From an optimization exercise on the open Yosys and OpenROAD flow, aimed at small area, a short achievable clock period and few clock cycles; shortcuts taken in it are not production practice. Function was checked by simulation only, so behaviour that the tests miss may differ from the original. Power figures rest on the tool's default switching activity, not on a simulated workload.

== run 1 ==
## ffCalc
module ffCalc (
	input clk,					 
	input strobe,				 
	input [3:0] token,			 
	output ready,				 
	output reg [3:0] answer		 
);
	parameter token_ADD	= 4'hA;
	parameter token_SUB	= 4'hB;
	parameter token_MUL	= 4'hC;
	parameter token_DIV	= 4'hD;
	parameter token_EQU	= 4'hE;
	parameter token_CLR	= 4'hF;
	parameter pend_NEW   = 2'd0;  
	parameter pend_FIRST = 2'd1;  
	parameter pend_MUL   = 2'd2;  
	parameter pend_DIV   = 2'd3;  
	reg [3:0] term;
	reg neg;
	reg [1:0] pend;
	wire clear = strobe & (token_CLR==token);
	wire is_number = ~token[3] | (token[2:1]==2'b00);
	wire is_equal = (token_EQU==token);
	wire is_addsub = (token[3:1]==3'b101);  
	wire is_first = (pend_FIRST==pend);
	wire [4:0] total5 = {answer, 1'b1} + {term ^ {4{neg}}, neg};
	wire [3:0] total = total5[4:1];
	wire [3:0] prod;
	wire [3:0] quot;
	FoldMul fold_mul(.term(term), .digit(token), .prod(prod));
	FoldDiv fold_div(.term(term), .digit(token), .quot(quot));
	reg [3:0] folded;
	always @* begin
		case (pend)
			pend_MUL : folded = prod;
			pend_DIV : folded = quot;
			default  : folded = token;
		endcase
	end
	always @(posedge clk) begin
		if (strobe & token[3] & (token[2] | token[1]))  
			pend <= {~token[1], token[2] & token[0]};
	end
	always @(posedge clk) begin
		if (strobe & is_number) term <= folded;
	end
	always @(posedge clk) begin
		if (clear) neg <= 1'b0;
		else if (strobe & is_addsub) neg <= token[0];  
	end
	always @(posedge clk) begin
		if (clear | (strobe & is_equal & is_first)) answer <= 4'd0;
		else if (strobe & (is_addsub | is_equal)) answer <= total;
	end
	assign ready = 1'b1;
endmodule
For scale: about 120 cells after synthesis, ~940 µm² of cells after synthesis.
export LEC_CHECK = 0
export ABC_AREA = 1
export CAP_MARGIN = 20
export CORE_AREA = 2.3 2.72 62.56 62.56
export CTS_BUF_LIST = sky130_fd_sc_hd__clkbuf_2
export DIE_AREA = 0 0 64.6 64.6
export SETUP_SLACK_MARGIN = 3.5
export SLEW_MARGIN = 20
export SYNTH_HIERARCHICAL = 1
create_clock -name core_clock -period 6.0 [get_ports {clk}]
standard.sh (not shown) runs the stock make flow with config.mk's settings and CLKGATE_MAP_FILE= SYNTH_SCRIPT=/design/flow/synth_recipe.tcl, a recipe that flattens the netlist after the stock synthesis.
==> flow/flow/run.sh <==
#!/bin/bash
# Layout flow: the standard synthesis, then the combinational logic is
# mapped again with an area-oriented ABC script (registers, their names and
# cell types are kept), then the standard layout from floorplan to finish,
# with the port buffers made of buf_1 cells.
set -euo pipefail
WORK=$(pwd)
RES=$WORK/orfs/results/$FLOW_PLATFORM/ffCalc/base
LIB=$FLOW_HOME/platforms/sky130hd/lib/sky130_fd_sc_hd__tt_025C_1v80.lib

# 1. standard synthesis
bash standard.sh $RES/1_2_yosys.v > $WORK/1_synth.log 2>&1
cp $RES/1_2_yosys.v $WORK/1_2_yosys.standard.v

# 2. re-map the combinational logic
DONT_USE=$(sed -n 's/^export DONT_USE_CELLS += //p; /^    sky130/p' $FLOW_HOME/platforms/sky130hd/config.mk | tr -d '\\' | tr -s ' \n' ' ')
DU_ARGS=""
for c in $DONT_USE; do DU_ARGS="$DU_ARGS -dont_use $c"; done
cat > $WORK/remap.ys <<EOT
read_liberty -ignore_miss_func $LIB
blackbox sky130_fd_sc_hd__dfxtp_1 sky130_fd_sc_hd__edfxtp_1
read_verilog $WORK/1_2_yosys.standard.v
hierarchy -top $FLOW_TOP
flatten
opt_clean
abc -liberty $LIB $DU_ARGS -script $WORK/flow/area.abc
opt_clean -purge
rename -hide w:*.*
hilomap -singleton -hicell sky130_fd_sc_hd__conb_1 HI -locell sky130_fd_sc_hd__conb_1 LO
stat -liberty $LIB
write_verilog -noattr -nohex -nodec $WORK/1_2_yosys.remap.v
EOT
yosys -s $WORK/remap.ys > $WORK/2_remap.log 2>&1
if grep -q 'assign .* >> ' $WORK/1_2_yosys.remap.v; then echo "remap left unmapped logic" >&2; exit 1; fi
cp $WORK/1_2_yosys.remap.v $RES/1_2_yosys.v
touch $RES/1_2_yosys.v

# 3. standard layout from the re-mapped netlist
bash standard.sh "BUFFER_PORTS_ARGS=-buffer_cell sky130_fd_sc_hd__buf_1" finish > $WORK/3_layout.log 2>&1
==> flow/flow/area.abc <==
strash
&get -n
&fraig -x
&put
scorr
dc2
strash
dc2
strash
&get -n
&dch -f
&nf -R 1000
&put
&get -n
&dch -f
&nf
&put
Run 1: no failed stages, no open violations at the end
Testbench counts of run 1, summed over its fixed seeds: cycles 35,318.
[inputs] run 2 vs run 1
Settings: SETUP_SLACK_MARGIN now 3.4, was 3.5; CTS_BUF_LIST no longer set, was sky130_fd_sc_hd__clkbuf_2.
--- a/flow/flow/run.sh
+++ b/flow/flow/run.sh
@@ -3,5 +3,5 @@
 # mapped again with an area-oriented ABC script (registers, their names and
 # cell types are kept), then the standard layout from floorplan to finish,
-# with the port buffers made of buf_1 cells.
+# with the port buffers made of buf_2 cells.
 set -euo pipefail
 WORK=$(pwd)
@@ -37,3 +37,3 @@
 
 # 3. standard layout from the re-mapped netlist
-bash standard.sh "BUFFER_PORTS_ARGS=-buffer_cell sky130_fd_sc_hd__buf_1" finish > $WORK/3_layout.log 2>&1
+bash standard.sh "BUFFER_PORTS_ARGS=-buffer_cell sky130_fd_sc_hd__buf_2" finish > $WORK/3_layout.log 2>&1
--- a/flow/flow/area.abc
+++ b/flow/flow/area.abc
@@ -12,6 +12,2 @@
 &nf -R 1000
 &put
-&get -n
-&dch -f
-&nf
-&put
### Flow results
Run 1 → run 2: cell count after placement went up by 8, net switching power figure went up by 13%, clock share of power went up by 7.9 points.
[run 2 vs run 1] overall routing resource usage: higher in run 2
Of run 1 and run 2, the run reporting the higher sequential share of power was run 1.
Of the two values seen for busiest metal layer after global routing, met2 was produced by run 1 and met1 by run 2.
Diff run 2..run 1 | setup TNS | unchanged
Reported for run 1 and run 2, final sequential cell count turned out identical to the last digit.
The setup slack of run 2 is smaller than that of run 1.
Cmp run 1 and run 2 / met1 track demand over resource in global routing / lower: run 1
The cell area in run 2 was higher than what run 1 gave.
What run 1 reported for total chip power has to be multiplied by 1.17 to get the figure for run 2.
Changes in run 3 relative to run 2:
Settings: setting CTS_BUF_LIST to sky130_fd_sc_hd__clkbuf_2 for the first time; changing SETUP_SLACK_MARGIN from 3.4 to 3.5.
--- a/flow/flow/run.sh
+++ b/flow/flow/run.sh
@@ -37,3 +37,3 @@
 
 # 3. standard layout from the re-mapped netlist
-bash standard.sh "BUFFER_PORTS_ARGS=-buffer_cell sky130_fd_sc_hd__buf_2" finish > $WORK/3_layout.log 2>&1
+bash standard.sh "BUFFER_PORTS_ARGS=-buffer_cell sky130_fd_sc_hd__buf_1" finish > $WORK/3_layout.log 2>&1
--- a/flow/flow/area.abc
+++ b/flow/flow/area.abc
@@ -12,2 +12,6 @@
 &nf -R 1000
 &put
+&get -n
+&dch -f
+&nf
+&put
==> run summary <==
The cell area after synthesis in run 3 sits about 1.6% below the value recorded for run 2. Sort run 2 and run 3 by maximum frequency, ascending, and run 2 comes first. Comparing run 2 and run 3, the higher internal power summed over all cells was measured on run 2. Diff run 2 -> run 3: via count moved down; cell count went down 10.

* * *

ffCalc again, from the RTL that the note above started with.
Settings: LEC_CHECK=0, ABC_AREA=1, CAP_MARGIN=20, CORE_AREA=2.3 2.72 62.56 62.56, DIE_AREA=0 0 64.6 64.6, SETUP_SLACK_MARGIN=3.5, SLEW_MARGIN=20, SYNTH_HIERARCHICAL=1; clock period 6.0 ns.
==> flow/flow/run.sh <==
#!/bin/bash
# Layout flow: the standard synthesis, then the combinational logic is
# mapped again with an area-oriented ABC script (registers, their names and
# cell types are kept), then the standard layout from floorplan to finish,
# with the port buffers made of buf_2 cells.
set -euo pipefail
WORK=$(pwd)
RES=$WORK/orfs/results/$FLOW_PLATFORM/ffCalc/base
LIB=$FLOW_HOME/platforms/sky130hd/lib/sky130_fd_sc_hd__tt_025C_1v80.lib

# 1. standard synthesis
bash standard.sh $RES/1_2_yosys.v > $WORK/1_synth.log 2>&1
cp $RES/1_2_yosys.v $WORK/1_2_yosys.standard.v

# 2. re-map the combinational logic
DONT_USE=$(sed -n 's/^export DONT_USE_CELLS += //p; /^    sky130/p' $FLOW_HOME/platforms/sky130hd/config.mk | tr -d '\\' | tr -s ' \n' ' ')
DU_ARGS=""
for c in $DONT_USE; do DU_ARGS="$DU_ARGS -dont_use $c"; done
cat > $WORK/remap.ys <<EOT
read_liberty -ignore_miss_func $LIB
blackbox sky130_fd_sc_hd__dfxtp_1 sky130_fd_sc_hd__edfxtp_1
read_verilog $WORK/1_2_yosys.standard.v
hierarchy -top $FLOW_TOP
flatten
opt_clean
abc -liberty $LIB $DU_ARGS -script $WORK/flow/area.abc
opt_clean -purge
rename -hide w:*.*
hilomap -singleton -hicell sky130_fd_sc_hd__conb_1 HI -locell sky130_fd_sc_hd__conb_1 LO
stat -liberty $LIB
write_verilog -noattr -nohex -nodec $WORK/1_2_yosys.remap.v
EOT
yosys -s $WORK/remap.ys > $WORK/2_remap.log 2>&1
if grep -q 'assign .* >> ' $WORK/1_2_yosys.remap.v; then echo "remap left unmapped logic" >&2; exit 1; fi
cp $WORK/1_2_yosys.remap.v $RES/1_2_yosys.v
touch $RES/1_2_yosys.v

# 3. standard layout from the re-mapped netlist
bash standard.sh "BUFFER_PORTS_ARGS=-buffer_cell sky130_fd_sc_hd__buf_2" finish > $WORK/3_layout.log 2>&1
==> flow/flow/area.abc <==
strash
&get -n
&fraig -x
&put
scorr
dc2
strash
dc2
strash
&get -n
&dch -f
&nf -R 1000
&put
&get -n
&dch -f
&nf
&put
Testbench counts at the start, summed over its fixed seeds: cycles 35,318.
==> next run, changes <==
--- a/flow/flow/run.sh
+++ b/flow/flow/run.sh
@@ -3,5 +3,5 @@
 # mapped again with an area-oriented ABC script (registers, their names and
 # cell types are kept), then the standard layout from floorplan to finish,
-# with the port buffers made of buf_2 cells.
+# with the port buffers made of buf_1 cells.
 set -euo pipefail
 WORK=$(pwd)
@@ -37,3 +37,3 @@
 
 # 3. standard layout from the re-mapped netlist
-bash standard.sh "BUFFER_PORTS_ARGS=-buffer_cell sky130_fd_sc_hd__buf_2" finish > $WORK/3_layout.log 2>&1
+bash standard.sh "BUFFER_PORTS_ARGS=-buffer_cell sky130_fd_sc_hd__buf_1" finish > $WORK/3_layout.log 2>&1
CTS_BUF_LIST = sky130_fd_sc_hd__clkbuf_2   (was not set)
SETUP_SLACK_MARGIN = 3.6   (was 3.5)
Result:
- final area came out lower by 2.9%
- clock skew came out higher by 0.0087 ns
- count of clock-buffer cells in the layout stays the same
- non-clock buffer count is unchanged
- flip-flop and latch count does not change
- critical path depth does not change

-- re-timing with driven ports --
How much do the figures lean on ideal ports? The routed layouts below were timed once more, with nothing changed but the port constraints. Step 1 (the two cells are an assumption about what drives the block):
set clk [get_ports {clk}]
set_driving_cell -lib_cell sky130_fd_sc_hd__clkbuf_16 $clk
set_driving_cell -lib_cell sky130_fd_sc_hd__buf_2 [delete_from_list [all_inputs] $clk]
Step 2, shift: input delay + t, output delay - t, t = (earliest + latest rising clock arrival at the registers) / 2. This alone moves slack from input paths to output paths. Three values: no drivers, after step 1, after step 2; two values: the first two.
| run | t, ns | setup slack, ns | hold WS [ns] | worst data-port slew with drivers (ns) | cell pins on the clock port's net |
|---|---|---|---|---|---|
| run 1 | 0.259 | 3.616 / 3.612 / 3.353 | 0.547 / 0.547 / 0.547 | 0.03 | 1 |
| run 2 | 0.259 | 3.395 / 3.387 / 3.128 | 0.493 / 0.493 / 0.493 | 0.04 | 1 |
| run 3 | 0.259 | 3.616 / 3.612 / 3.353 | 0.547 / 0.547 / 0.547 | 0.03 | 1 |
| the first run of note 2 | 0.252 | 3.600 / 3.598 / 3.347 | 0.533 / 0.533 / 0.533 | 0.04 | 1 |
| the second run of note 2 | 0.259 | 3.671 / 3.653 / 3.394 | 0.547 / 0.547 / 0.547 | 0.04 | 1 |
After both steps setup and hold are still met in every run listed. The setup slack of the second run of note 2, which loses most, moves by -0.018 ns with the drivers and by -0.277 ns with both steps.
